This is an optimization exercise on Yosys and OpenROAD, whose aim is small area, a short achievable clock period and few clock cycles per item, not a production implementation. The RTL was checked by simulation tests, not by an equivalence proof against the original design.

==> design/flow/design.v <==
module multiplier(opA, opB, op_en, clk, rst, res, add, sub, done);
    input [31:0] opA, opB;
    input op_en, clk, rst;
    output reg [63:0] res;
    output reg [4:0] add, sub;
    output reg done;
    reg [31:0] X, Y;                  
    reg swap;                         
    reg [1:0] cnt;                    
    reg [3:0] neg, one, two;          
    wire fA1 = (&opA[31:7] | ~|opA[31:7]);
    wire fA2 = (&opA[31:15] | ~|opA[31:15]);
    wire fA3 = (&opA[31:23] | ~|opA[31:23]);
    wire fB1 = (&opB[31:7] | ~|opB[31:7]);
    wire fB2 = (&opB[31:15] | ~|opB[31:15]);
    wire fB3 = (&opB[31:23] | ~|opB[31:23]);
    wire sw = (fA1 & ~fB1) | (fA2 & ~fB2) | (fA3 & ~fB3);
    wire fM1 = fA1 | fB1;
    wire fM2 = fA2 | fB2;
    wire fM3 = fA3 | fB3;
    reg [1:0] start;
    reg [8:0] wA, wB;
    reg [63:0] rinit;
    always @(*) begin
        start = 2'd0;
        rinit = 64'hffffffff56000000;
        wA = {opA[7], opA[6], opA[5], opA[4], opA[3], opA[2], opA[1], opA[0], 1'b0};
        wB = {opB[7], opB[6], opB[5], opB[4], opB[3], opB[2], opB[1], opB[0], 1'b0};
        if (!fM1) begin start = 2'd1; rinit = 64'hffffffff55560000; wA = {opA[15], opA[14], opA[13], opA[12], opA[11], opA[10], opA[9], opA[8], opA[7]}; wB = {opB[15], opB[14], opB[13], opB[12], opB[11], opB[10], opB[9], opB[8], opB[7]}; end
        if (!fM2) begin start = 2'd2; rinit = 64'hffffffff55555600; wA = {opA[23], opA[22], opA[21], opA[20], opA[19], opA[18], opA[17], opA[16], opA[15]}; wB = {opB[23], opB[22], opB[21], opB[20], opB[19], opB[18], opB[17], opB[16], opB[15]}; end
        if (!fM3) begin start = 2'd3; rinit = 64'hffffffff55555556; wA = {opA[31], opA[30], opA[29], opA[28], opA[27], opA[26], opA[25], opA[24], opA[23]}; wB = {opB[31], opB[30], opB[29], opB[28], opB[27], opB[26], opB[25], opB[24], opB[23]}; end
    end
    function [11:0] enc;
        input [8:0] w;
        integer r;
        reg b0, b1, b2;
        begin
            for (r = 0; r < 4; r = r + 1) begin
                b0 = w[2*r]; b1 = w[2*r+1]; b2 = w[2*r+2];
                enc[r]       = b2 & ~(b1 & b0);
                enc[4 + r]   = b1 ^ b0;
                enc[8 + r] = (b2 & ~b1 & ~b0) | (~b2 & b1 & b0);
            end
        end
    endfunction
    reg [8:0] wn;
    always @(*) begin
        wn = {Y[7], Y[6], Y[5], Y[4], Y[3], Y[2], Y[1], Y[0], 1'b0};
        case (cnt)
            2'd2: wn = {Y[15], Y[14], Y[13], Y[12], Y[11], Y[10], Y[9], Y[8], Y[7]};
            2'd3: wn = {Y[23], Y[22], Y[21], Y[20], Y[19], Y[18], Y[17], Y[16], Y[15]};
            default: ;
        endcase
    end
    wire [33:0] m0 = two[0] ? {X[31], X, 1'b0} : one[0] ? {{2{X[31]}}, X} : 34'd0;
    wire [33:0] q0 = m0 ^ {34{neg[0]}};
    wire [33:0] u0 = {~q0[33], q0[32:0]};
    wire [33:0] m1 = two[1] ? {X[31], X, 1'b0} : one[1] ? {{2{X[31]}}, X} : 34'd0;
    wire [33:0] q1 = m1 ^ {34{neg[1]}};
    wire [33:0] u1 = {~q1[33], q1[32:0]};
    wire [33:0] m2 = two[2] ? {X[31], X, 1'b0} : one[2] ? {{2{X[31]}}, X} : 34'd0;
    wire [33:0] q2 = m2 ^ {34{neg[2]}};
    wire [33:0] u2 = {~q2[33], q2[32:0]};
    wire [33:0] m3 = two[3] ? {X[31], X, 1'b0} : one[3] ? {{2{X[31]}}, X} : 34'd0;
    wire [33:0] q3 = m3 ^ {34{neg[3]}};
    wire [33:0] u3 = {~q3[33], q3[32:0]};
    wire ts1 = neg[3] ^ u0[6];
    wire tc2 = neg[3] & u0[6];
    wire ts3 = u0[7] ^ u1[5];
    wire tc4 = u0[7] & u1[5];
    wire ts5 = res[0] ^ u0[8] ^ u1[6];
    wire tc6 = (res[0] & u0[8]) | (res[0] & u1[6]) | (u0[8] & u1[6]);
    wire ts7 = res[1] ^ u0[9] ^ u1[7];
    wire tc8 = (res[1] & u0[9]) | (res[1] & u1[7]) | (u0[9] & u1[7]);
    wire ts9 = res[2] ^ u0[10] ^ u1[8];
    wire tc10 = (res[2] & u0[10]) | (res[2] & u1[8]) | (u0[10] & u1[8]);
    wire ts11 = res[3] ^ u0[11] ^ u1[9];
    wire tc12 = (res[3] & u0[11]) | (res[3] & u1[9]) | (u0[11] & u1[9]);
    wire ts13 = res[4] ^ u0[12] ^ u1[10];
    wire tc14 = (res[4] & u0[12]) | (res[4] & u1[10]) | (u0[12] & u1[10]);
    wire ts15 = res[5] ^ u0[13] ^ u1[11];
    wire tc16 = (res[5] & u0[13]) | (res[5] & u1[11]) | (u0[13] & u1[11]);
    wire ts17 = res[6] ^ u0[14] ^ u1[12];
    wire tc18 = (res[6] & u0[14]) | (res[6] & u1[12]) | (u0[14] & u1[12]);
    wire ts19 = res[7] ^ u0[15] ^ u1[13];
    wire tc20 = (res[7] & u0[15]) | (res[7] & u1[13]) | (u0[15] & u1[13]);
    wire ts21 = res[8] ^ u0[16] ^ u1[14];
    wire tc22 = (res[8] & u0[16]) | (res[8] & u1[14]) | (u0[16] & u1[14]);
    wire ts23 = res[9] ^ u0[17] ^ u1[15];
    wire tc24 = (res[9] & u0[17]) | (res[9] & u1[15]) | (u0[17] & u1[15]);
    wire ts25 = res[10] ^ u0[18] ^ u1[16];
    wire tc26 = (res[10] & u0[18]) | (res[10] & u1[16]) | (u0[18] & u1[16]);
    wire ts27 = res[11] ^ u0[19] ^ u1[17];
    wire tc28 = (res[11] & u0[19]) | (res[11] & u1[17]) | (u0[19] & u1[17]);
    wire ts29 = res[12] ^ u0[20] ^ u1[18];
    wire tc30 = (res[12] & u0[20]) | (res[12] & u1[18]) | (u0[20] & u1[18]);
    wire ts31 = res[13] ^ u0[21] ^ u1[19];
    wire tc32 = (res[13] & u0[21]) | (res[13] & u1[19]) | (u0[21] & u1[19]);
    wire ts33 = res[14] ^ u0[22] ^ u1[20];
    wire tc34 = (res[14] & u0[22]) | (res[14] & u1[20]) | (u0[22] & u1[20]);
    wire ts35 = res[15] ^ u0[23] ^ u1[21];
    wire tc36 = (res[15] & u0[23]) | (res[15] & u1[21]) | (u0[23] & u1[21]);
    wire ts37 = res[16] ^ u0[24] ^ u1[22];
    wire tc38 = (res[16] & u0[24]) | (res[16] & u1[22]) | (u0[24] & u1[22]);
    wire ts39 = res[17] ^ u0[25] ^ u1[23];
    wire tc40 = (res[17] & u0[25]) | (res[17] & u1[23]) | (u0[25] & u1[23]);
    wire ts41 = res[18] ^ u0[26] ^ u1[24];
    wire tc42 = (res[18] & u0[26]) | (res[18] & u1[24]) | (u0[26] & u1[24]);
    wire ts43 = res[19] ^ u0[27] ^ u1[25];
    wire tc44 = (res[19] & u0[27]) | (res[19] & u1[25]) | (u0[27] & u1[25]);
    wire ts45 = res[20] ^ u0[28] ^ u1[26];
    wire tc46 = (res[20] & u0[28]) | (res[20] & u1[26]) | (u0[28] & u1[26]);
    wire ts47 = res[21] ^ u0[29] ^ u1[27];
    wire tc48 = (res[21] & u0[29]) | (res[21] & u1[27]) | (u0[29] & u1[27]);
    wire ts49 = res[22] ^ u0[30] ^ u1[28];
    wire tc50 = (res[22] & u0[30]) | (res[22] & u1[28]) | (u0[30] & u1[28]);
    wire ts51 = res[23] ^ u0[31] ^ u1[29];
    wire tc52 = (res[23] & u0[31]) | (res[23] & u1[29]) | (u0[31] & u1[29]);
    wire ts53 = res[24] ^ u0[32] ^ u1[30];
    wire tc54 = (res[24] & u0[32]) | (res[24] & u1[30]) | (u0[32] & u1[30]);
    wire ts55 = res[25] ^ u0[33] ^ u1[31];
    wire tc56 = (res[25] & u0[33]) | (res[25] & u1[31]) | (u0[33] & u1[31]);
    wire ts57 = res[26] ^ u1[32];
    wire tc58 = res[26] & u1[32];
    wire ts59 = res[27] ^ u1[33];
    wire tc60 = res[27] & u1[33];
    wire ts61 = neg[2] ^ u0[4];
    wire tc62 = neg[2] & u0[4];
    wire ts63 = u0[5] ^ u1[3];
    wire tc64 = u0[5] & u1[3];
    wire ts65 = u1[4] ^ u2[2] ^ u3[0];
    wire tc66 = (u1[4] & u2[2]) | (u1[4] & u3[0]) | (u2[2] & u3[0]);
    wire ts67 = u2[3] ^ u3[1] ^ tc2;
    wire tc68 = (u2[3] & u3[1]) | (u2[3] & tc2) | (u3[1] & tc2);
    wire ts69 = u2[4] ^ u3[2] ^ tc4;
    wire tc70 = (u2[4] & u3[2]) | (u2[4] & tc4) | (u3[2] & tc4);
    wire ts71 = u2[5] ^ u3[3] ^ tc6;
    wire tc72 = (u2[5] & u3[3]) | (u2[5] & tc6) | (u3[3] & tc6);
    wire ts73 = u2[6] ^ u3[4] ^ tc8;
    wire tc74 = (u2[6] & u3[4]) | (u2[6] & tc8) | (u3[4] & tc8);
    wire ts75 = u2[7] ^ u3[5] ^ tc10;
    wire tc76 = (u2[7] & u3[5]) | (u2[7] & tc10) | (u3[5] & tc10);
    wire ts77 = u2[8] ^ u3[6] ^ tc12;
    wire tc78 = (u2[8] & u3[6]) | (u2[8] & tc12) | (u3[6] & tc12);
    wire ts79 = u2[9] ^ u3[7] ^ tc14;
    wire tc80 = (u2[9] & u3[7]) | (u2[9] & tc14) | (u3[7] & tc14);
    wire ts81 = u2[10] ^ u3[8] ^ tc16;
    wire tc82 = (u2[10] & u3[8]) | (u2[10] & tc16) | (u3[8] & tc16);
    wire ts83 = u2[11] ^ u3[9] ^ tc18;
    wire tc84 = (u2[11] & u3[9]) | (u2[11] & tc18) | (u3[9] & tc18);
    wire ts85 = u2[12] ^ u3[10] ^ tc20;
    wire tc86 = (u2[12] & u3[10]) | (u2[12] & tc20) | (u3[10] & tc20);
    wire ts87 = u2[13] ^ u3[11] ^ tc22;
    wire tc88 = (u2[13] & u3[11]) | (u2[13] & tc22) | (u3[11] & tc22);
    wire ts89 = u2[14] ^ u3[12] ^ tc24;
    wire tc90 = (u2[14] & u3[12]) | (u2[14] & tc24) | (u3[12] & tc24);
    wire ts91 = u2[15] ^ u3[13] ^ tc26;
    wire tc92 = (u2[15] & u3[13]) | (u2[15] & tc26) | (u3[13] & tc26);
    wire ts93 = u2[16] ^ u3[14] ^ tc28;
    wire tc94 = (u2[16] & u3[14]) | (u2[16] & tc28) | (u3[14] & tc28);
    wire ts95 = u2[17] ^ u3[15] ^ tc30;
    wire tc96 = (u2[17] & u3[15]) | (u2[17] & tc30) | (u3[15] & tc30);
    wire ts97 = u2[18] ^ u3[16] ^ tc32;
    wire tc98 = (u2[18] & u3[16]) | (u2[18] & tc32) | (u3[16] & tc32);
    wire ts99 = u2[19] ^ u3[17] ^ tc34;
    wire tc100 = (u2[19] & u3[17]) | (u2[19] & tc34) | (u3[17] & tc34);
    wire ts101 = u2[20] ^ u3[18] ^ tc36;
    wire tc102 = (u2[20] & u3[18]) | (u2[20] & tc36) | (u3[18] & tc36);
    wire ts103 = u2[21] ^ u3[19] ^ tc38;
    wire tc104 = (u2[21] & u3[19]) | (u2[21] & tc38) | (u3[19] & tc38);
    wire ts105 = u2[22] ^ u3[20] ^ tc40;
    wire tc106 = (u2[22] & u3[20]) | (u2[22] & tc40) | (u3[20] & tc40);
    wire ts107 = u2[23] ^ u3[21] ^ tc42;
    wire tc108 = (u2[23] & u3[21]) | (u2[23] & tc42) | (u3[21] & tc42);
    wire ts109 = u2[24] ^ u3[22] ^ tc44;
    wire tc110 = (u2[24] & u3[22]) | (u2[24] & tc44) | (u3[22] & tc44);
    wire ts111 = u2[25] ^ u3[23] ^ tc46;
    wire tc112 = (u2[25] & u3[23]) | (u2[25] & tc46) | (u3[23] & tc46);
    wire ts113 = u2[26] ^ u3[24] ^ tc48;
    wire tc114 = (u2[26] & u3[24]) | (u2[26] & tc48) | (u3[24] & tc48);
    wire ts115 = u2[27] ^ u3[25] ^ tc50;
    wire tc116 = (u2[27] & u3[25]) | (u2[27] & tc50) | (u3[25] & tc50);
    wire ts117 = u2[28] ^ u3[26] ^ tc52;
    wire tc118 = (u2[28] & u3[26]) | (u2[28] & tc52) | (u3[26] & tc52);
    wire ts119 = u2[29] ^ u3[27] ^ tc54;
    wire tc120 = (u2[29] & u3[27]) | (u2[29] & tc54) | (u3[27] & tc54);
    wire ts121 = u2[30] ^ u3[28] ^ tc56;
    wire tc122 = (u2[30] & u3[28]) | (u2[30] & tc56) | (u3[28] & tc56);
    wire ts123 = u2[31] ^ u3[29] ^ tc58;
    wire tc124 = (u2[31] & u3[29]) | (u2[31] & tc58) | (u3[29] & tc58);
    wire ts125 = res[28] ^ u2[32] ^ u3[30];
    wire tc126 = (res[28] & u2[32]) | (res[28] & u3[30]) | (u2[32] & u3[30]);
    wire ts127 = res[29] ^ u2[33];
    wire tc128 = res[29] & u2[33];
    wire ts129 = neg[1] ^ u0[2];
    wire tc130 = neg[1] & u0[2];
    wire ts131 = u0[3] ^ u1[1];
    wire tc132 = u0[3] & u1[1];
    wire ts133 = u1[2] ^ u2[0] ^ ts61;
    wire tc134 = (u1[2] & u2[0]) | (u1[2] & ts61) | (u2[0] & ts61);
    wire ts135 = u2[1] ^ tc62 ^ ts63;
    wire tc136 = (u2[1] & tc62) | (u2[1] & ts63) | (tc62 & ts63);
    wire ts137 = ts1 ^ tc64 ^ ts65;
    wire tc138 = (ts1 & tc64) | (ts1 & ts65) | (tc64 & ts65);
    wire ts139 = ts3 ^ tc66 ^ ts67;
    wire tc140 = (ts3 & tc66) | (ts3 & ts67) | (tc66 & ts67);
    wire ts141 = ts5 ^ tc68 ^ ts69;
    wire tc142 = (ts5 & tc68) | (ts5 & ts69) | (tc68 & ts69);
    wire ts143 = ts7 ^ tc70 ^ ts71;
    wire tc144 = (ts7 & tc70) | (ts7 & ts71) | (tc70 & ts71);
    wire ts145 = ts9 ^ tc72 ^ ts73;
    wire tc146 = (ts9 & tc72) | (ts9 & ts73) | (tc72 & ts73);
    wire ts147 = ts11 ^ tc74 ^ ts75;
    wire tc148 = (ts11 & tc74) | (ts11 & ts75) | (tc74 & ts75);
    wire ts149 = ts13 ^ tc76 ^ ts77;
    wire tc150 = (ts13 & tc76) | (ts13 & ts77) | (tc76 & ts77);
    wire ts151 = ts15 ^ tc78 ^ ts79;
    wire tc152 = (ts15 & tc78) | (ts15 & ts79) | (tc78 & ts79);
    wire ts153 = ts17 ^ tc80 ^ ts81;
    wire tc154 = (ts17 & tc80) | (ts17 & ts81) | (tc80 & ts81);
    wire ts155 = ts19 ^ tc82 ^ ts83;
    wire tc156 = (ts19 & tc82) | (ts19 & ts83) | (tc82 & ts83);
    wire ts157 = ts21 ^ tc84 ^ ts85;
    wire tc158 = (ts21 & tc84) | (ts21 & ts85) | (tc84 & ts85);
    wire ts159 = ts23 ^ tc86 ^ ts87;
    wire tc160 = (ts23 & tc86) | (ts23 & ts87) | (tc86 & ts87);
    wire ts161 = ts25 ^ tc88 ^ ts89;
    wire tc162 = (ts25 & tc88) | (ts25 & ts89) | (tc88 & ts89);
    wire ts163 = ts27 ^ tc90 ^ ts91;
    wire tc164 = (ts27 & tc90) | (ts27 & ts91) | (tc90 & ts91);
    wire ts165 = ts29 ^ tc92 ^ ts93;
    wire tc166 = (ts29 & tc92) | (ts29 & ts93) | (tc92 & ts93);
    wire ts167 = ts31 ^ tc94 ^ ts95;
    wire tc168 = (ts31 & tc94) | (ts31 & ts95) | (tc94 & ts95);
    wire ts169 = ts33 ^ tc96 ^ ts97;
    wire tc170 = (ts33 & tc96) | (ts33 & ts97) | (tc96 & ts97);
    wire ts171 = ts35 ^ tc98 ^ ts99;
    wire tc172 = (ts35 & tc98) | (ts35 & ts99) | (tc98 & ts99);
    wire ts173 = ts37 ^ tc100 ^ ts101;
    wire tc174 = (ts37 & tc100) | (ts37 & ts101) | (tc100 & ts101);
    wire ts175 = ts39 ^ tc102 ^ ts103;
    wire tc176 = (ts39 & tc102) | (ts39 & ts103) | (tc102 & ts103);
    wire ts177 = ts41 ^ tc104 ^ ts105;
    wire tc178 = (ts41 & tc104) | (ts41 & ts105) | (tc104 & ts105);
    wire ts179 = ts43 ^ tc106 ^ ts107;
    wire tc180 = (ts43 & tc106) | (ts43 & ts107) | (tc106 & ts107);
    wire ts181 = ts45 ^ tc108 ^ ts109;
    wire tc182 = (ts45 & tc108) | (ts45 & ts109) | (tc108 & ts109);
    wire ts183 = ts47 ^ tc110 ^ ts111;
    wire tc184 = (ts47 & tc110) | (ts47 & ts111) | (tc110 & ts111);
    wire ts185 = ts49 ^ tc112 ^ ts113;
    wire tc186 = (ts49 & tc112) | (ts49 & ts113) | (tc112 & ts113);
    wire ts187 = ts51 ^ tc114 ^ ts115;
    wire tc188 = (ts51 & tc114) | (ts51 & ts115) | (tc114 & ts115);
    wire ts189 = ts53 ^ tc116 ^ ts117;
    wire tc190 = (ts53 & tc116) | (ts53 & ts117) | (tc116 & ts117);
    wire ts191 = ts55 ^ tc118 ^ ts119;
    wire tc192 = (ts55 & tc118) | (ts55 & ts119) | (tc118 & ts119);
    wire ts193 = ts57 ^ tc120 ^ ts121;
    wire tc194 = (ts57 & tc120) | (ts57 & ts121) | (tc120 & ts121);
    wire ts195 = ts59 ^ tc122 ^ ts123;
    wire tc196 = (ts59 & tc122) | (ts59 & ts123) | (tc122 & ts123);
    wire ts197 = tc60 ^ tc124 ^ ts125;
    wire tc198 = (tc60 & tc124) | (tc60 & ts125) | (tc124 & ts125);
    wire ts199 = u3[31] ^ tc126 ^ ts127;
    wire tc200 = (u3[31] & tc126) | (u3[31] & ts127) | (tc126 & ts127);
    wire ts201 = res[30] ^ u3[32] ^ tc128;
    wire tc202 = (res[30] & u3[32]) | (res[30] & tc128) | (u3[32] & tc128);
    wire ts203 = res[31] ^ u3[33];
    wire tc204 = res[31] & u3[33];
    wire [40:0] rs = {tc204, tc202, tc200, tc198, tc196, tc194, tc192, tc190, tc188, tc186, tc184, tc182, tc180, tc178, tc176, tc174, tc172, tc170, tc168, tc166, tc164, tc162, tc160, tc158, tc156, tc154, tc152, tc150, tc148, tc146, tc144, tc142, tc140, tc138, tc136, tc134, tc132, tc130, u1[0], u0[1], neg[0]};
    wire [40:0] rc = {1'b0, ts203, ts201, ts199, ts197, ts195, ts193, ts191, ts189, ts187, ts185, ts183, ts181, ts179, ts177, ts175, ts173, ts171, ts169, ts167, ts165, ts163, ts161, ts159, ts157, ts155, ts153, ts151, ts149, ts147, ts145, ts143, ts141, ts139, ts137, ts135, ts133, ts131, ts129, 1'b0, u0[0]};
    wire [40:0] low = rs + rc;
    wire [23:0] hi = res[55:32];
    wire [23:0] hin;
    assign hin[0] = hi[0] ^ low[40];
    assign hin[1] = hi[1] ^ (low[40] & (&hi[0:0]));
    assign hin[2] = hi[2] ^ (low[40] & (&hi[1:0]));
    assign hin[3] = hi[3] ^ (low[40] & (&hi[2:0]));
    assign hin[4] = hi[4] ^ (low[40] & (&hi[3:0]));
    assign hin[5] = hi[5] ^ (low[40] & (&hi[4:0]));
    assign hin[6] = hi[6] ^ (low[40] & (&hi[5:0]));
    assign hin[7] = hi[7] ^ (low[40] & (&hi[6:0]));
    assign hin[8] = hi[8] ^ (low[40] & (&hi[7:0]));
    assign hin[9] = hi[9] ^ (low[40] & (&hi[8:0]));
    assign hin[10] = hi[10] ^ (low[40] & (&hi[9:0]));
    assign hin[11] = hi[11] ^ (low[40] & (&hi[10:0]));
    assign hin[12] = hi[12] ^ (low[40] & (&hi[11:0]));
    assign hin[13] = hi[13] ^ (low[40] & (&hi[12:0]));
    assign hin[14] = hi[14] ^ (low[40] & (&hi[13:0]));
    assign hin[15] = hi[15] ^ (low[40] & (&hi[14:0]));
    assign hin[16] = hi[16] ^ (low[40] & (&hi[15:0]));
    assign hin[17] = hi[17] ^ (low[40] & (&hi[16:0]));
    assign hin[18] = hi[18] ^ (low[40] & (&hi[17:0]));
    assign hin[19] = hi[19] ^ (low[40] & (&hi[18:0]));
    assign hin[20] = hi[20] ^ (low[40] & (&hi[19:0]));
    assign hin[21] = hi[21] ^ (low[40] & (&hi[20:0]));
    assign hin[22] = hi[22] ^ (low[40] & (&hi[21:0]));
    assign hin[23] = hi[23] ^ (low[40] & (&hi[22:0]));
    wire [31:0] B = swap ? X : Y;
    wire [31:0] rise = B & ~{B[30:0], 1'b0};
    wire [15:0] pr;
    genvar j;
    generate for (j = 0; j < 16; j = j + 1) begin : pair
        assign pr[j] = rise[2*j] | rise[2*j+1];
    end endgenerate
    wire ps205 = pr[0] ^ pr[1] ^ pr[2];
    wire pc206 = (pr[0] & pr[1]) | (pr[0] & pr[2]) | (pr[1] & pr[2]);
    wire ps207 = pr[3] ^ pr[4];
    wire pc208 = pr[3] & pr[4];
    wire ps209 = pr[5] ^ pr[6] ^ pr[7];
    wire pc210 = (pr[5] & pr[6]) | (pr[5] & pr[7]) | (pr[6] & pr[7]);
    wire ps211 = pr[8] ^ pr[9] ^ pr[10];
    wire pc212 = (pr[8] & pr[9]) | (pr[8] & pr[10]) | (pr[9] & pr[10]);
    wire ps213 = pr[11] ^ pr[12] ^ pr[13];
    wire pc214 = (pr[11] & pr[12]) | (pr[11] & pr[13]) | (pr[12] & pr[13]);
    wire ps215 = pr[14] ^ pr[15];
    wire pc216 = pr[14] & pr[15];
    wire ps217 = ps205 ^ ps207 ^ ps209;
    wire pc218 = (ps205 & ps207) | (ps205 & ps209) | (ps207 & ps209);
    wire ps219 = pc206 ^ pc208 ^ pc210;
    wire pc220 = (pc206 & pc208) | (pc206 & pc210) | (pc208 & pc210);
    wire ps221 = pc212 ^ pc214;
    wire pc222 = pc212 & pc214;
    wire ps223 = ps211 ^ ps213;
    wire pc224 = ps211 & ps213;
    wire ps225 = pc216 ^ pc218 ^ ps219;
    wire pc226 = (pc216 & pc218) | (pc216 & ps219) | (pc218 & ps219);
    wire ps227 = ps215 ^ ps217;
    wire pc228 = ps215 & ps217;
    wire ps229 = ps221 ^ pc224 ^ ps225;
    wire pc230 = (ps221 & pc224) | (ps221 & ps225) | (pc224 & ps225);
    wire ps231 = pc220 ^ pc222 ^ pc226;
    wire pc232 = (pc220 & pc222) | (pc220 & pc226) | (pc222 & pc226);
    wire [4:0] ps = {1'b0, pc232, pc230, pc228, ps223};
    wire [4:0] pc = {1'b0, 1'b0, ps231, ps229, ps227};
    wire [4:0] m31 = {5{B[31]}};
    wire [4:0] as = ps ^ pc ^ m31;
    wire [4:0] ac = ((ps & pc) | (ps & m31) | (pc & m31)) << 1;
    always @(posedge clk) begin
        sub <= ps + pc;
        add <= as + ac;
        if (rst) begin
            done <= 1'b1;
        end else if (op_en) begin
            done <= 1'b0;
            X <= sw ? opB : opA;
            Y <= sw ? opA : opB;
            swap <= sw;
            cnt <= start;
            {two, one, neg} <= enc(sw ? wA : wB);
            res <= rinit;
        end else if (!done) begin
            res <= {hin, low[39:0]};
            {two, one, neg} <= enc(wn);
            cnt <= cnt - 1'b1;
            if (cnt == 0) done <= 1'b1;
        end
    end
endmodule
==> design/flow/run.sh <==
#!/bin/bash
# synth_recipe.tcl (not shown) runs the flow's synth.tcl, then flattens the netlist and writes it again
# the make line also repeats each setting of config.mk as NAME=value (left out here)
make -C /OpenROAD-flow-scripts/flow DESIGN_CONFIG=/design/flow/config.mk WORK_HOME=/design/flow/orfs CLKGATE_MAP_FILE= SYNTH_SCRIPT=/design/flow/synth_recipe.tcl finish
==> design/flow/config.mk <==
export PLATFORM = sky130hd
export DESIGN_NAME = multiplier
export DESIGN_NICKNAME = multiplier
export VERILOG_FILES = /design/flow/design.v
export SDC_FILE = /design/flow/constraint.sdc
export NUM_CORES = 4
export LEC_CHECK = 0
export CAP_MARGIN = 20
export CORE_MARGIN = 2
export CORE_UTILIZATION = 40
export PLACE_DENSITY = 0.6
export SETUP_SLACK_MARGIN = 3
export SLEW_MARGIN = 20
==> design/flow/constraint.sdc <==
create_clock -name core_clock -period 8.0 [get_ports {clk}]
set_input_delay 1.6000 -clock core_clock [delete_from_list [all_inputs] [get_ports {clk}]]
set_output_delay 1.6000 -clock core_clock [all_outputs]
set_load 0.01 [all_outputs]
==> impl_metrics.py, run 1 <==
metrics = {
    "outcome": {
        "status": "finished clean",
    },
    "placement": {
        "numPortBuffers": 141,
        "hpwl_mm": 37.5,
        "gp_congestion": 0.924,
        "dp_cells": 2304,
    },
    "die": {
        "rows": 72,
        "die_area_um2": 40700,
        "core_um2": 38600,
        "initial_core_util_pct": 40.5,
        "fp.dieW_um": 202,
        "die_h_um": 202,
        "io_pins": 142,
    },
    "drt": {
        "wl_per_cell_um": 21.5,
        "dr.first_iter.drc_count": 1262,
        "drcViolationCount": 0,
        "viasPerCell": 5.72,
        "drt.antenna.violating_nets": 0,
        "drt_wl_total_mm": 53.0,
        "routed-via-count": 14100,
        "firstDrtPassIters": 6,
    },
    "cells_and_area": {
        "fin_cells": 2461,
        "nNetsFinal": 2177,
        "final_common_cell": "nand2_1",
        "postLayoutCoreUtil_pct": 53.3,
        "final_cell_mix": "198 x nand2_1, 181 x inv_1, 143 x edfxtp_1",
        "antenna_cells": 0,
        "layout-drive-gt1-share_pct": 21.7,
        "num-fill-cells": 3415,
        "area_delta_synth_final_pct": 31.7,
    },
    "grt": {
        "grt_pass1_vias": 13800,
        "grt_max_degree": 82,
        "grt_overflow": 0,
        "grt_util_all_layers_pct": 26.0,
        "grt_pass1_wl_mm": 81.5,
        "antenna_found_initial": 1,
    },
    "run": {
        "cap_violations": 0,
    },
    "critical_path": {
        "startpoint_type": "register",
        "worst-setup-path-type": "register to register",
        "endpoint_kind": "register",
        "crit_arrival_ns": 5.73,
        "worstPathRequired_ns": 8.22,
        "crit_fanout": 8,
    },
    "sta": {
        "rsz0062_at_grt": "true",
        "fmax_mhz": 181,
        "clock_skew_ns": 0.0135,
        "setup_violations": 0,
        "period_needed_ns": 5.52,
        "drv_slew": 0,
        "relSlewSlack_pct": 34.7,
        "tns_ns": 0,
        "hold_violations": 0,
        "worst_slew_pin_slew_ns": 0.979,
        "min_period_over_period_pct": 68.9,
    },
    "yosys": {
        "synth.area.top_cells": "edfxtp_1 27%, fa_1 14%, ha_1 5.9%, a22oi_1 5.7%, nand2_1 4.8%",
        "synth_top_area_cell": "edfxtp_1",
        "synth_ff_type": "edfxtp_1",
        "yosysTopAreaCellShare_pct": 27.4,
        "syn_nets": 1984,
        "netlist_instances": 1737,
        "syn_avg_cell_area_um2": 9.01,
        "ys_ff_latch": 154,
        "synth_area_um2": 15600,
        "yosysSeqAreaShare_pct": 28.9,
        "synth_edf_count": 143,
        "ys_types": 73,
        "synthArstFlopShare_pct": 0,
        "ys.warnings.count": 1,
    },
    "hold_path": {
        "min_path_type": "register to register",
    },
    "cts": {
        "cts_hold_buf": 0,
        "cts.clk_slew.worst_paths_ns": 0.07,
        "cts_buffer_depth": 2,
        "cts_tree": "done",
        "cts_sinks": 154,
        "clock_latency_ns": 0.47,
        "cts_buffers": 17,
        "cts-htree-levels": 4,
        "cts_root_buf": "clkbuf_16",
    },
}
## synthesized netlist by cell type, types with 10 or more instances
| master | count |
|---|---|
| a211oi_1 | 17 |
| a21o_1 | 27 |
| a21oi_1 | 70 |
| a22oi_1 | 119 |
| a31oi_1 | 26 |
| and3_1 | 23 |
| and4_1 | 18 |
| buf_1 | 20 |
| clkbuf_1 | 90 |
| dfxtp_1 | 11 |
| edfxtp_1 | 143 |
| fa_1 | 106 |
| ha_1 | 74 |
| inv_1 | 201 |
| mux2i_1 | 18 |
| nand2_1 | 202 |
| nand3_1 | 16 |
| nand4_1 | 25 |
| nor2_1 | 62 |
| nor2b_1 | 18 |
| nor3_1 | 23 |
| nor4_1 | 12 |
| o211ai_1 | 11 |
| o21a_1 | 10 |
| o21ai_0 | 96 |
| o21bai_1 | 11 |
| o31ai_1 | 10 |
| or2_2 | 15 |
| xnor2_1 | 85 |
| xor2_1 | 76 |
## sequential cells by signal, summed over array words and instances (netlist names), 2 cells and up
name  flops
Y        32
res      64
neg       4
add       5
sub       5
cnt       2
two       4
X        32
one       4
## cell type report
cell class              instances  area (um^2)  share of cell area [%]
clock buffers                  17          425                    2.06
flip-flops and latches        154         4510                    21.9
well taps                     518          648                    3.15
repair buffers                288         2890                    14.0
clock inverters                15          141                   0.686
inverters                     201          754                    3.66
multi-input cells            1268        11200                    54.5
## final timing paths
path	startpoint	end	slack, ns	depth (start not counted)
worst max-delay path	two[0]	res[50]	2.48	23
worst min-delay path	cnt[0]	cnt[0]	0.64	1
worst max register to register	two[0]	res[50]	2.48	23
worst min register to register	cnt[0]	cnt[0]	0.64	1
## routing by layer
metal | track usage [%] | vias to the layer above | wire (um)
li1 | - | 6492 | -
met5 | 0 | - | 0
met4 | 7.93 | 0 | 1500
met3 | 3.37 | 90 | 3230
met2 | 42.3 | 607 | 24800
met1 | 36.3 | 6882 | 23500
## cell families (layout without fill, tap and decap cells)
group                    Yosys count  in the layout  synth area share [%]
buffers and inverters            317            521                  7.72
flip-flops                       154            154                  28.9
XOR/XNOR                         161            161                  9.01
multiplexers                      26             26                  1.75
adder cells (fa/ha/maj)          180            180                  19.5
AND/OR/NAND/NOR                  450            451                  14.0
AO/OA/AOI/OAI                    449            450                  19.2
## critical path, cell delays in order, from the launching register on
cell and delay (ns):
edfxtp_1 0.47, buf_12 0.18, nor2b_4 0.16, buf_12 0.13, buf_6 0.10, a22oi_2 0.05
xnor2_1 0.16, fa_2 0.36, inv_2 0.07, fa_1 0.44, fa_1 0.61, inv_2 0.06
ha_4 0.23, a21o_1 0.19, a21oi_2 0.19, o21bai_2 0.11, a31oi_4 0.30, a211oi_4 0.10
buf_6 0.16, or4_4 0.58, a21boi_4 0.18, buf_6 0.16, nand4_1 0.11, a21o_1 0.18
## repair_timing
| action | in CTS | in global routing |
|---|---|---|
| pin swaps | 101 | 46 |
| resized for setup | 239 | 64 |
| gates cloned | 8 | 1 |
| hold endpoints to repair | 0 | 0 |
| buffers inserted | 90 | 26 |
| setup endpoints to repair | 67 | 57 |
## metrics by stage
| stage | setup WS (ns) | cell area (um^2) | hold slack [ns] |
|---|---|---|---|
| final | 2.48 | 20600 | 0.643 |
| after global routing | 2.34 | 20600 | 0.658 |
| after CTS | 2.62 | 20200 | 0.646 |
| after detailed placement | 1.42 | 17600 | 0.637 |
| after global placement | 1.57 | 17600 | 0.631 |
| after floorplan | 2.90 | 15900 | 0.600 |
Testbench counts, summed over its fixed seeds: cycles 4,819, ops 1,600.
==> run 2, diff against run 1 <==
--- a/design/flow/design.v
+++ b/design/flow/design.v
@@ -1,13 +1,15 @@
 module multiplier(opA, opB, op_en, clk, rst, res, add, sub, done);
     input [31:0] opA, opB;
     input op_en, clk, rst;
-    output reg [63:0] res;
+    output [63:0] res;
     output reg [4:0] add, sub;
     output reg done;
     reg [31:0] X, Y;                  
     reg swap;                         
     reg [1:0] cnt;                    
     reg [3:0] neg, one, two;          
+    reg [63:0] r;                     
+    reg [2:0] cv;                     
     wire fA1 = (&opA[31:7] | ~|opA[31:7]);
     wire fA2 = (&opA[31:15] | ~|opA[31:15]);
     wire fA3 = (&opA[31:23] | ~|opA[31:23]);
@@ -68,62 +70,62 @@
     wire tc2 = neg[3] & u0[6];
     wire ts3 = u0[7] ^ u1[5];
     wire tc4 = u0[7] & u1[5];
-    wire ts5 = res[0] ^ u0[8] ^ u1[6];
-    wire tc6 = (res[0] & u0[8]) | (res[0] & u1[6]) | (u0[8] & u1[6]);
-    wire ts7 = res[1] ^ u0[9] ^ u1[7];
-    wire tc8 = (res[1] & u0[9]) | (res[1] & u1[7]) | (u0[9] & u1[7]);
-    wire ts9 = res[2] ^ u0[10] ^ u1[8];
-    wire tc10 = (res[2] & u0[10]) | (res[2] & u1[8]) | (u0[10] & u1[8]);
-    wire ts11 = res[3] ^ u0[11] ^ u1[9];
-    wire tc12 = (res[3] & u0[11]) | (res[3] & u1[9]) | (u0[11] & u1[9]);
-    wire ts13 = res[4] ^ u0[12] ^ u1[10];
-    wire tc14 = (res[4] & u0[12]) | (res[4] & u1[10]) | (u0[12] & u1[10]);
-    wire ts15 = res[5] ^ u0[13] ^ u1[11];
-    wire tc16 = (res[5] & u0[13]) | (res[5] & u1[11]) | (u0[13] & u1[11]);
-    wire ts17 = res[6] ^ u0[14] ^ u1[12];
-    wire tc18 = (res[6] & u0[14]) | (res[6] & u1[12]) | (u0[14] & u1[12]);
-    wire ts19 = res[7] ^ u0[15] ^ u1[13];
-    wire tc20 = (res[7] & u0[15]) | (res[7] & u1[13]) | (u0[15] & u1[13]);
-    wire ts21 = res[8] ^ u0[16] ^ u1[14];
-    wire tc22 = (res[8] & u0[16]) | (res[8] & u1[14]) | (u0[16] & u1[14]);
-    wire ts23 = res[9] ^ u0[17] ^ u1[15];
-    wire tc24 = (res[9] & u0[17]) | (res[9] & u1[15]) | (u0[17] & u1[15]);
-    wire ts25 = res[10] ^ u0[18] ^ u1[16];
-    wire tc26 = (res[10] & u0[18]) | (res[10] & u1[16]) | (u0[18] & u1[16]);
-    wire ts27 = res[11] ^ u0[19] ^ u1[17];
-    wire tc28 = (res[11] & u0[19]) | (res[11] & u1[17]) | (u0[19] & u1[17]);
-    wire ts29 = res[12] ^ u0[20] ^ u1[18];
-    wire tc30 = (res[12] & u0[20]) | (res[12] & u1[18]) | (u0[20] & u1[18]);
-    wire ts31 = res[13] ^ u0[21] ^ u1[19];
-    wire tc32 = (res[13] & u0[21]) | (res[13] & u1[19]) | (u0[21] & u1[19]);
-    wire ts33 = res[14] ^ u0[22] ^ u1[20];
-    wire tc34 = (res[14] & u0[22]) | (res[14] & u1[20]) | (u0[22] & u1[20]);
-    wire ts35 = res[15] ^ u0[23] ^ u1[21];
-    wire tc36 = (res[15] & u0[23]) | (res[15] & u1[21]) | (u0[23] & u1[21]);
-    wire ts37 = res[16] ^ u0[24] ^ u1[22];
-    wire tc38 = (res[16] & u0[24]) | (res[16] & u1[22]) | (u0[24] & u1[22]);
-    wire ts39 = res[17] ^ u0[25] ^ u1[23];
-    wire tc40 = (res[17] & u0[25]) | (res[17] & u1[23]) | (u0[25] & u1[23]);
-    wire ts41 = res[18] ^ u0[26] ^ u1[24];
-    wire tc42 = (res[18] & u0[26]) | (res[18] & u1[24]) | (u0[26] & u1[24]);
-    wire ts43 = res[19] ^ u0[27] ^ u1[25];
-    wire tc44 = (res[19] & u0[27]) | (res[19] & u1[25]) | (u0[27] & u1[25]);
-    wire ts45 = res[20] ^ u0[28] ^ u1[26];
-    wire tc46 = (res[20] & u0[28]) | (res[20] & u1[26]) | (u0[28] & u1[26]);
-    wire ts47 = res[21] ^ u0[29] ^ u1[27];
-    wire tc48 = (res[21] & u0[29]) | (res[21] & u1[27]) | (u0[29] & u1[27]);
-    wire ts49 = res[22] ^ u0[30] ^ u1[28];
-    wire tc50 = (res[22] & u0[30]) | (res[22] & u1[28]) | (u0[30] & u1[28]);
-    wire ts51 = res[23] ^ u0[31] ^ u1[29];
-    wire tc52 = (res[23] & u0[31]) | (res[23] & u1[29]) | (u0[31] & u1[29]);
-    wire ts53 = res[24] ^ u0[32] ^ u1[30];
-    wire tc54 = (res[24] & u0[32]) | (res[24] & u1[30]) | (u0[32] & u1[30]);
-    wire ts55 = res[25] ^ u0[33] ^ u1[31];
-    wire tc56 = (res[25] & u0[33]) | (res[25] & u1[31]) | (u0[33] & u1[31]);
-    wire ts57 = res[26] ^ u1[32];
-    wire tc58 = res[26] & u1[32];
-    wire ts59 = res[27] ^ u1[33];
-    wire tc60 = res[27] & u1[33];
+    wire ts5 = r[0] ^ u0[8] ^ u1[6];
+    wire tc6 = (r[0] & u0[8]) | (r[0] & u1[6]) | (u0[8] & u1[6]);
+    wire ts7 = r[1] ^ u0[9] ^ u1[7];
+    wire tc8 = (r[1] & u0[9]) | (r[1] & u1[7]) | (u0[9] & u1[7]);
+    wire ts9 = r[2] ^ u0[10] ^ u1[8];
+    wire tc10 = (r[2] & u0[10]) | (r[2] & u1[8]) | (u0[10] & u1[8]);
+    wire ts11 = r[3] ^ u0[11] ^ u1[9];
+    wire tc12 = (r[3] & u0[11]) | (r[3] & u1[9]) | (u0[11] & u1[9]);
+    wire ts13 = r[4] ^ u0[12] ^ u1[10];
+    wire tc14 = (r[4] & u0[12]) | (r[4] & u1[10]) | (u0[12] & u1[10]);
+    wire ts15 = r[5] ^ u0[13] ^ u1[11];
+    wire tc16 = (r[5] & u0[13]) | (r[5] & u1[11]) | (u0[13] & u1[11]);
+    wire ts17 = r[6] ^ u0[14] ^ u1[12];
+    wire tc18 = (r[6] & u0[14]) | (r[6] & u1[12]) | (u0[14] & u1[12]);
+    wire ts19 = r[7] ^ u0[15] ^ u1[13];
+    wire tc20 = (r[7] & u0[15]) | (r[7] & u1[13]) | (u0[15] & u1[13]);
+    wire ts21 = r[8] ^ u0[16] ^ u1[14];
+    wire tc22 = (r[8] & u0[16]) | (r[8] & u1[14]) | (u0[16] & u1[14]);
+    wire ts23 = r[9] ^ u0[17] ^ u1[15];
+    wire tc24 = (r[9] & u0[17]) | (r[9] & u1[15]) | (u0[17] & u1[15]);
+    wire ts25 = r[10] ^ u0[18] ^ u1[16];
+    wire tc26 = (r[10] & u0[18]) | (r[10] & u1[16]) | (u0[18] & u1[16]);
+    wire ts27 = r[11] ^ u0[19] ^ u1[17];
+    wire tc28 = (r[11] & u0[19]) | (r[11] & u1[17]) | (u0[19] & u1[17]);
+    wire ts29 = r[12] ^ u0[20] ^ u1[18];
+    wire tc30 = (r[12] & u0[20]) | (r[12] & u1[18]) | (u0[20] & u1[18]);
+    wire ts31 = r[13] ^ u0[21] ^ u1[19];
+    wire tc32 = (r[13] & u0[21]) | (r[13] & u1[19]) | (u0[21] & u1[19]);
+    wire ts33 = r[14] ^ u0[22] ^ u1[20];
+    wire tc34 = (r[14] & u0[22]) | (r[14] & u1[20]) | (u0[22] & u1[20]);
+    wire ts35 = r[15] ^ u0[23] ^ u1[21];
+    wire tc36 = (r[15] & u0[23]) | (r[15] & u1[21]) | (u0[23] & u1[21]);
+    wire ts37 = r[16] ^ u0[24] ^ u1[22];
+    wire tc38 = (r[16] & u0[24]) | (r[16] & u1[22]) | (u0[24] & u1[22]);
+    wire ts39 = r[17] ^ u0[25] ^ u1[23];
+    wire tc40 = (r[17] & u0[25]) | (r[17] & u1[23]) | (u0[25] & u1[23]);
+    wire ts41 = r[18] ^ u0[26] ^ u1[24];
+    wire tc42 = (r[18] & u0[26]) | (r[18] & u1[24]) | (u0[26] & u1[24]);
+    wire ts43 = r[19] ^ u0[27] ^ u1[25];
+    wire tc44 = (r[19] & u0[27]) | (r[19] & u1[25]) | (u0[27] & u1[25]);
+    wire ts45 = r[20] ^ u0[28] ^ u1[26];
+    wire tc46 = (r[20] & u0[28]) | (r[20] & u1[26]) | (u0[28] & u1[26]);
+    wire ts47 = r[21] ^ u0[29] ^ u1[27];
+    wire tc48 = (r[21] & u0[29]) | (r[21] & u1[27]) | (u0[29] & u1[27]);
+    wire ts49 = r[22] ^ u0[30] ^ u1[28];
+    wire tc50 = (r[22] & u0[30]) | (r[22] & u1[28]) | (u0[30] & u1[28]);
+    wire ts51 = r[23] ^ u0[31] ^ u1[29];
+    wire tc52 = (r[23] & u0[31]) | (r[23] & u1[29]) | (u0[31] & u1[29]);
+    wire ts53 = r[24] ^ u0[32] ^ u1[30];
+    wire tc54 = (r[24] & u0[32]) | (r[24] & u1[30]) | (u0[32] & u1[30]);
+    wire ts55 = r[25] ^ u0[33] ^ u1[31];
+    wire tc56 = (r[25] & u0[33]) | (r[25] & u1[31]) | (u0[33] & u1[31]);
+    wire ts57 = r[26] ^ u1[32];
+    wire tc58 = r[26] & u1[32];
+    wire ts59 = r[27] ^ u1[33];
+    wire tc60 = r[27] & u1[33];
     wire ts61 = neg[2] ^ u0[4];
     wire tc62 = neg[2] & u0[4];
     wire ts63 = u0[5] ^ u1[3];
@@ -188,10 +190,10 @@
     wire tc122 = (u2[30] & u3[28]) | (u2[30] & tc56) | (u3[28] & tc56);
     wire ts123 = u2[31] ^ u3[29] ^ tc58;
     wire tc124 = (u2[31] & u3[29]) | (u2[31] & tc58) | (u3[29] & tc58);
-    wire ts125 = res[28] ^ u2[32] ^ u3[30];
-    wire tc126 = (res[28] & u2[32]) | (res[28] & u3[30]) | (u2[32] & u3[30]);
-    wire ts127 = res[29] ^ u2[33];
-    wire tc128 = res[29] & u2[33];
+    wire ts125 = r[28] ^ u2[32] ^ u3[30];
+    wire tc126 = (r[28] & u2[32]) | (r[28] & u3[30]) | (u2[32] & u3[30]);
+    wire ts127 = r[29] ^ u2[33];
+    wire tc128 = r[29] & u2[33];
     wire ts129 = neg[1] ^ u0[2];
     wire tc130 = neg[1] & u0[2];
     wire ts131 = u0[3] ^ u1[1];
@@ -264,39 +266,39 @@
     wire tc198 = (tc60 & tc124) | (tc60 & ts125) | (tc124 & ts125);
     wire ts199 = u3[31] ^ tc126 ^ ts127;
     wire tc200 = (u3[31] & tc126) | (u3[31] & ts127) | (tc126 & ts127);
-    wire ts201 = res[30] ^ u3[32] ^ tc128;
-    wire tc202 = (res[30] & u3[32]) | (res[30] & tc128) | (u3[32] & tc128);
-    wire ts203 = res[31] ^ u3[33];
-    wire tc204 = res[31] & u3[33];
+    wire ts201 = r[30] ^ u3[32] ^ tc128;
+    wire tc202 = (r[30] & u3[32]) | (r[30] & tc128) | (u3[32] & tc128);
+    wire ts203 = r[31] ^ u3[33];
+    wire tc204 = r[31] & u3[33];
     wire [40:0] rs = {tc204, tc202, tc200, tc198, tc196, tc194, tc192, tc190, tc188, tc186, tc184, tc182, tc180, tc178, tc176, tc174, tc172, tc170, tc168, tc166, tc164, tc162, tc160, tc158, tc156, tc154, tc152, tc150, tc148, tc146, tc144, tc142, tc140, tc138, tc136, tc134, tc132, tc130, u1[0], u0[1], neg[0]};
     wire [40:0] rc = {1'b0, ts203, ts201, ts199, ts197, ts195, ts193, ts191, ts189, ts187, ts185, ts183, ts181, ts179, ts177, ts175, ts173, ts171, ts169, ts167, ts165, ts163, ts161, ts159, ts157, ts155, ts153, ts151, ts149, ts147, ts145, ts143, ts141, ts139, ts137, ts135, ts133, ts131, ts129, 1'b0, u0[0]};
     wire [40:0] low = rs + rc;
-    wire [23:0] hi = res[55:32];
-    wire [23:0] hin;
-    assign hin[0] = hi[0] ^ low[40];
-    assign hin[1] = hi[1] ^ (low[40] & (&hi[0:0]));
-    assign hin[2] = hi[2] ^ (low[40] & (&hi[1:0]));
-    assign hin[3] = hi[3] ^ (low[40] & (&hi[2:0]));
-    assign hin[4] = hi[4] ^ (low[40] & (&hi[3:0]));
-    assign hin[5] = hi[5] ^ (low[40] & (&hi[4:0]));
-    assign hin[6] = hi[6] ^ (low[40] & (&hi[5:0]));
-    assign hin[7] = hi[7] ^ (low[40] & (&hi[6:0]));
-    assign hin[8] = hi[8] ^ (low[40] & (&hi[7:0]));
-    assign hin[9] = hi[9] ^ (low[40] & (&hi[8:0]));
-    assign hin[10] = hi[10] ^ (low[40] & (&hi[9:0]));
-    assign hin[11] = hi[11] ^ (low[40] & (&hi[10:0]));
-    assign hin[12] = hi[12] ^ (low[40] & (&hi[11:0]));
-    assign hin[13] = hi[13] ^ (low[40] & (&hi[12:0]));
-    assign hin[14] = hi[14] ^ (low[40] & (&hi[13:0]));
-    assign hin[15] = hi[15] ^ (low[40] & (&hi[14:0]));
-    assign hin[16] = hi[16] ^ (low[40] & (&hi[15:0]));
-    assign hin[17] = hi[17] ^ (low[40] & (&hi[16:0]));
-    assign hin[18] = hi[18] ^ (low[40] & (&hi[17:0]));
-    assign hin[19] = hi[19] ^ (low[40] & (&hi[18:0]));
-    assign hin[20] = hi[20] ^ (low[40] & (&hi[19:0]));
-    assign hin[21] = hi[21] ^ (low[40] & (&hi[20:0]));
-    assign hin[22] = hi[22] ^ (low[40] & (&hi[21:0]));
-    assign hin[23] = hi[23] ^ (low[40] & (&hi[22:0]));
+    wire [23:0] cvx;
+    assign cvx[0] = cv[0];
+    assign cvx[1] = 1'b0;
+    assign cvx[2] = 1'b0;
+    assign cvx[3] = 1'b0;
+    assign cvx[4] = 1'b0;
+    assign cvx[5] = 1'b0;
+    assign cvx[6] = 1'b0;
+    assign cvx[7] = 1'b0;
+    assign cvx[8] = cv[1];
+    assign cvx[9] = 1'b0;
+    assign cvx[10] = 1'b0;
+    assign cvx[11] = 1'b0;
+    assign cvx[12] = 1'b0;
+    assign cvx[13] = 1'b0;
+    assign cvx[14] = 1'b0;
+    assign cvx[15] = 1'b0;
+    assign cvx[16] = cv[2];
+    assign cvx[17] = 1'b0;
+    assign cvx[18] = 1'b0;
+    assign cvx[19] = 1'b0;
+    assign cvx[20] = 1'b0;
+    assign cvx[21] = 1'b0;
+    assign cvx[22] = 1'b0;
+    assign cvx[23] = 1'b0;
+    assign res = {r[63:40] + cvx, r[39:0]};
     wire [31:0] B = swap ? X : Y;
     wire [31:0] rise = B & ~{B[30:0], 1'b0};
     wire [15:0] pr;
@@ -349,9 +351,11 @@
             swap <= sw;
             cnt <= start;
             {two, one, neg} <= enc(sw ? wA : wB);
-            res <= rinit;
+            r <= rinit;
+            cv <= 0;
         end else if (!done) begin
-            res <= {hin, low[39:0]};
+            r <= {r[55:32], low[39:0]};
+            cv <= {cv, low[40]};
             {two, one, neg} <= enc(wn);
             cnt <= cnt - 1'b1;
             if (cnt == 0) done <= 1'b1;
==> impl_metrics.py, run 2 <==
metrics = {
    "yosys": {
        "yosysTopAreaCellShare_pct": 27.0,
        "syn_avg_cell_area_um2": 8.76,
        "post-synth-top-count-cell": "nand2_1",
        "synth_edf_count": 146,
        "netlist_instances": 1856,
        "synth_ff_type": "edfxtp_1",
        "synthArstFlopShare_pct": 0,
        "synth_top_area_cell": "edfxtp_1",
        "yosys-top-cells-count": "283 x nand2_1, 202 x inv_1, 146 x edfxtp_1",
        "synth_area_um2": 16300,
        "ys.warnings.count": 1,
        "ys_types": 71,
        "synth.area.top_cells": "edfxtp_1 27%, fa_1 13%, nand2_1 6.5%, xnor2_1 6.0%, ha_1 5.9%",
        "ys_ff_latch": 157,
        "syn_nets": 2106,
        "yosysSeqAreaShare_pct": 28.3,
    },
    "critical_path": {
        "critPathSlowestCell": "fa_1",
        "cp_num_cells": 22,
        "worst-setup-path-type": "register to register",
        "worstPathCellList": "buf_12 > nor2b_4 > buf_12 > buf_8 > a22oi_2 > xnor2_2 > fa_2 > inv_2 > fa_1 > fa_1 > inv_2 > ha_4 > buf_6 > a21o_1 > a21o_1 > a21oi_2 > o221a_2 > nand2_4 > a311o_1 > a21oi_4 > mux2i_1 > a311oi_1",
        "crit_arrival_ns": 5.27,
        "startpoint_type": "register",
        "crit_buf_inv": 6,
        "worstPathRequired_ns": 8.18,
        "endpoint_kind": "register",
        "crit_fanout": 5,
        "crit_family": "adder cells",
        "crit_path_max_incr_delay_ns": 0.53,
        "reg2regPathDepth": 22,
    },
    "placement": {
        "numPortBuffers": 141,
        "placed_cell_area_um2": 17700,
        "gp_congestion": 0.947,
        "hpwl_mm": 37.6,
        "dp_cells": 2378,
    },
    "hold_path": {
        "min_path_type": "register to register",
        "hold_depth": 1,
    },
    "sta": {
        "min_period_over_period_pct": 63.6,
        "period_needed_ns": 5.08,
        "tns_ns": 0,
        "worst_slew_pin_slew_ns": 1.06,
        "relSlewSlack_pct": 29.5,
        "rsz0062_at_grt": "true",
        "fmax_mhz": 197,
        "drv_slew": 0,
        "clock_skew_ns": 0.0163,
        "holdWs_ns": 0.552,
        "hold_violations": 0,
        "setup_violations": 0,
    },
    "die": {
        "die_area_um2": 42300,
        "fp.dieW_um": 206,
        "core_um2": 39900,
        "io_pins": 142,
        "rows": 73,
        "initial_core_util_pct": 40.8,
        "die_h_um": 206,
    },
    "cells_and_area": {
        "design_area_um2": 19500,
        "antenna_cells": 0,
        "largest_reg_flops": 64,
        "largestRegisters": "r (64), X (32), Y (32)",
        "top_register": "r",
        "final_cell_mix": "282 x nand2_1, 190 x inv_1, 146 x edfxtp_1",
        "final_common_cell": "nand2_1",
        "multiInputGateArea_um2": 10700,
        "layout-drive-gt1-share_pct": 13.2,
        "seqCellArea_um2": 4600,
        "fin_cells": 2460,
        "nNetsFinal": 2172,
        "postLayoutCoreUtil_pct": 48.9,
        "area_delta_synth_final_pct": 20.1,
        "num-fill-cells": 3686,
    },
    "outcome": {
        "status": "finished clean",
    },
    "drt": {
        "wl_per_cell_um": 20.6,
        "firstDrtPassIters": 6,
        "drt.antenna.violating_nets": 0,
        "drcViolationCount": 0,
        "dr.first_iter.drc_count": 1241,
        "viasPerCell": 5.58,
        "drt_wl_total_mm": 50.7,
        "routed-via-count": 13700,
    },
    "grt": {
        "antenna_found_initial": 1,
        "grt_pass1_vias": 13300,
        "grt_pass1_wl_mm": 76.8,
        "grt_overflow": 0,
        "grt_util_all_layers_pct": 24.0,
        "grt_max_degree": 89,
    },
    "cts": {
        "cts_sinks": 157,
        "cts_tree": "done",
        "clock_latency_ns": 0.47,
        "cts_hold_buf": 0,
        "cts_buffers": 17,
        "cts_root_buf": "clkbuf_16",
        "cts.clk_slew.worst_paths_ns": 0.08,
        "cts-htree-levels": 4,
        "cts_buffer_depth": 2,
    },
    "run": {
        "cap_violations": 0,
    },
}
-- run 2: worst reg2reg max path: cells and delay by family, from the launching register on --
| kind | cells | cell delay [ns] |
|---|---|---|
| buf+inv | 6 | 0.63 |
| flops | 1 | 0.44 |
| fa+ha+maj | 4 | 1.55 |
| xor+xnor | 1 | 0.19 |
| simple gates | 2 | 0.23 |
| compound gates | 8 | 1.53 |
| mux | 1 | 0.21 |
-- run 2: area by class of cell --
cell class,count,area share [%]
multi-input combinational,1331,54.6
sequential,157,23.6
timing repair buffer,211,11.4
inverter,204,3.93
tap,525,3.36
clock buffer,17,2.18
clock inverter,15,0.890
-- run 2: logic make-up after synthesis --
family	share of synthesized area, %
simple gates	15.1
compound gates	16.9
buf+inv	9.44
xor+xnor	10.1
fa+ha+maj	19.0
flops	28.3
mux	1.17
-- run 2: metrics by stage --
stage	worst slack (ns)
after CTS	2.90
after global routing	2.68
final	2.92
after detailed placement	2.04
after global placement	2.04
after floorplan	3.00
-- run 2: what timing repair did --
item	4_1_cts	5_1_grt
hold endpoints to repair	0	0
buffers inserted	20	21
pin swaps	17	55
resized for setup	62	98
gates cloned	7	2
endpoints found under the setup margin	39	29
-- run 2: path summary, 6_finish.rpt --
check              start     to  slack, ns
setup reg to reg  two[1]  r[39]       2.92
hold / removal     r[48]  r[56]       0.55
setup / recovery  two[1]  r[39]       2.92
hold reg to reg    r[48]  r[56]       0.55
-- run 2: metal layers --
layer | track usage (%) | vias to the layer above | part of all wire (%)
li1 | - | 6447 | -
met4 | 9.46 | 0 | 3.6
met1 | 31.5 | 6573 | 43
met2 | 39.5 | 599 | 47
met3 | 3.99 | 117 | 6.3
met5 | 0 | - | 0
Testbench counts of run 2, summed over its fixed seeds: cycles 4,819, ops 1,600.

what the ideal ports hide:
In the flow no input, the clock included, has a driving cell. The finished layouts below were timed again as built, in two steps.
Step 1, drivers: a clkbuf_16 drives clk and a buf_2 each remaining input, both assumed.
Step 2, shift: input delay + t, output delay - t, t = (earliest + latest rising clock arrival at the registers) / 2. This alone moves slack from input paths to output paths.
a / b / c = ideal / step 1 / step 2; a / b = the first two.
run	t, ns	setup slack, ns	worst data-port slew with drivers (ns)
run 1	0.515	2.484 / 2.484 / 2.484	0.05
run 2	0.518	2.916 / 2.916 / 2.616	0.05
After both steps every run listed still meets setup and hold. For run 2, which loses most, drivers alone change the setup slack by 0.000 ns; drivers and shift together by -0.300 ns.
